From an optimization exercise on the open Yosys and OpenROAD flow, aimed at small area, a short achievable clock period and few clock cycles per item; shortcuts taken in it are not production practice. Power figures rest on the tool's default switching activity, not on a simulated workload.

==> inputs of run P <==
==> flow/design.v (excerpt) <==
module multiplicacion #(
    parameter N = 32
    ) (
    input logic clk, rst,
    input logic valid,
    input logic [N-1:0] A, B,
    output logic [2*N-1:0] Mult,
    output logic done
    );
Settings: LEC_CHECK=0, ABC_AREA=1, CAP_MARGIN=20, CORE_MARGIN=2, CORE_UTILIZATION=55, SLEW_MARGIN=20, SYNTH_HIERARCHICAL=1; clock period 5.0 ns.
standard.sh (not shown) runs the stock make flow with config.mk's settings and CLKGATE_MAP_FILE= SYNTH_SCRIPT=/design/flow/synth_recipe.tcl, a recipe that flattens the netlist after the stock synthesis.
==> flow/flow/run.sh <==
#!/bin/bash
set -e
cat standard.sh > standard_sh_copy.txt
export BUFFER_PORTS_ARGS="-buffer_cell sky130_fd_sc_hd__buf_4"
bash standard.sh > standard.log 2>&1
==> run C: changes against run P <==
Settings changed: SETUP_SLACK_MARGIN set to 0.9.
==> run Y: changes against run P <==
Settings changed: SETUP_SLACK_MARGIN set to 1.3.
==> results.txt <==
Final layout
Summing all non-filler instances in the final layout gives an area of 31,900 um^2.

Routing
The count of TritonRoute iterations in the first routing pass is 8.

Status
The run finished with no timing, DRC or antenna violations.

Power
The total design power is 25,500 uW.

Timing
Timing would allow up to approximately 240 MHz. Setup repair after global routing could not meet its margin everywhere.

CTS
After clock tree synthesis, the setup repair step added 3 buffers.
-- figures above: run C

==> results.txt <==
Final layout
The post-route standard cell area excluding fillers is 40,100 um^2. From synthesis to final layout, the design area changed by 39.3%.

CTS
Buffers added to address setup during post-CTS repair amount to 144.

Status
The run finished with no timing, DRC or antenna violations.

Timing
Based on the critical path, the design can be clocked at up to between 200 and 250 MHz. Setup repair after global routing could not meet its margin everywhere.

Power
The design draws 31,700 uW.
-- figures above: run Y

==> results.txt <==
Timing
Setup repair after global routing left no endpoint under its margin.

Routing
The count of TritonRoute iterations in the first routing pass is 6.

Final layout
The finished cells cover 31,000 um^2.

Status
The run finished with no timing, DRC or antenna violations.
-- figures above: run P

Function was not checked in any run of this note: the RTL went through the layout flow alone.

---

==> job 2841 <==
multiplicacion, a different RTL version from the one above (not shown whole).
==> flow/config.mk <==
export PLATFORM = sky130hd
export DESIGN_NAME = multiplicacion
export DESIGN_NICKNAME = multiplicacion
export VERILOG_FILES = /design/flow/design.v
export SDC_FILE = /design/flow/constraint.sdc
export NUM_CORES = 4
export LEC_CHECK = 0
export ABC_AREA = 1
export CAP_MARGIN = 20
export CORE_MARGIN = 2
export CORE_UTILIZATION = 55
export SETUP_SLACK_MARGIN = 0.9
export SLEW_MARGIN = 20
export SYNTH_HIERARCHICAL = 1
==> flow/constraint.sdc <==
create_clock -name core_clock -period 5.0 [get_ports {clk}]
set_input_delay 1.0000 -clock core_clock [delete_from_list [all_inputs] [get_ports {clk}]]
set_output_delay 1.0000 -clock core_clock [all_outputs]
set_load 0.01 [all_outputs]
Scripts as last shown in full above: flow/flow/run.sh
==> inputs of job 7336, as changes to job 2841 <==
--- a/flow/config.mk
+++ b/flow/config.mk
@@ -10,5 +10,4 @@
 export CORE_MARGIN = 2
 export CORE_UTILIZATION = 55
-export SETUP_SLACK_MARGIN = 0.9
 export SLEW_MARGIN = 20
 export SYNTH_HIERARCHICAL = 1
==> summary of the runs <==
In sequential cell count, job 7336 and job 2841 do not differ.
Against job 2841, the routed wire length of job 7336 is smaller by about 4%.
Against job 7336, the first-iteration DRC count of job 2841 is higher by about 4.5%.
Die area is the same in job 2841 and job 7336.
Core utilization: job 2841 is higher than job 7336 (8.2 points).
Via count: job 7336 is smaller than job 2841 (2.7%).
Between job 7336 and job 2841, the lower worst setup slack is in job 7336 (gap 0.23 ns).
Sequential power is about the same in job 2841 and job 7336.
Of job 2841 and job 7336, job 2841 has the higher global-route usage (gap 0.98 points).
Area after synthesis is the same in job 2841 and job 7336.
==> figures <==
| item | job 2841 | job 7336 |
|---|---|---|
| Run status | no timing/DRC/antenna violations | no timing/DRC/antenna violations |
| Capture point of the critical path | q102 | q36 |
| Power Internal | 10.65 mW | 9.570 mW |
| Number of stages on the worst setup path | 11 | 14 |
| Clkbuf count | 20 | 19 |
| Period utilization | 87.19% | 91.87% |
| Switching power as a share of total power | 49.09% | 50.32% |
| P per Cell Area | 634.4 nW/um2 | 661.9 nW/um2 |
| Worst hold-check slack | 0.6734 ns | 0.6544 ns |
| Static leakage | 13.81 nW | 12.50 nW |
| Global routing usage summed across all routing layers | 38.15% | 37.17% |
| Timing startpoint of the critical path | B[13] | B[15] |
| GRT met2 Usage | 56.63% | 53.47% |
| Worst-path clk slew | 0.06 ns | 0.07 ns |
| Comb power frac | 83.5% | 82.6% |
| Met1 routing resource usage after global routing | 52.72% | 52.57% |
| WP buf/inv | 3 | 4 |
| Slowest-stage cell, CP | sky130_fd_sc_hd__fa_2 | sky130_fd_sc_hd__fa_1 |
| Non-clock buffer total of the final layout | 358 | 291 |
| Flip-flop and latch share of the layout cell area | 7.767% | 8.804% |
| Vias in the first global route | 22.96k | 22.56k |
No functional check of the RTL was part of any run of this note.

## re-timing with driven ports
How much do the figures lean on ideal ports? The routed layouts below were timed once more, with nothing changed but the port constraints. Step 1 sets driving cells, clkbuf_16 on the clock port and buf_2 on the other inputs (assumed; they add their load-dependent delay and slew). Step 2 adds t to the input delays and takes it off the output delays; t is the mean of the earliest and latest rising clock arrival at the registers after step 1. Input paths then give back, and output paths get back, about the clock's delay inside the block. a / b / c = no drivers / after step 1 / after step 2; a / b = the first two.
run	t, ns	slack for setup (ns)	worst setup path after step 2	pins driven straight from the clock port
run P	0.536	0.460 / 0.429 / -0.107	input to register	1
run C	0.520	0.870 / 0.914 / 0.395	input to register	1
run Y	0.534	0.835 / 0.850 / 0.316	input to register	1
job 2841	0.542	0.641 / 0.656 / 0.114	input to register	1
job 7336	0.550	0.407 / 0.444 / -0.106	input to register	1
With both steps, setup timing fails in run P and job 7336, where it was met with ideal ports. For run P, which loses most, drivers alone change the setup slack by -0.031 ns; drivers and shift together by -0.567 ns.
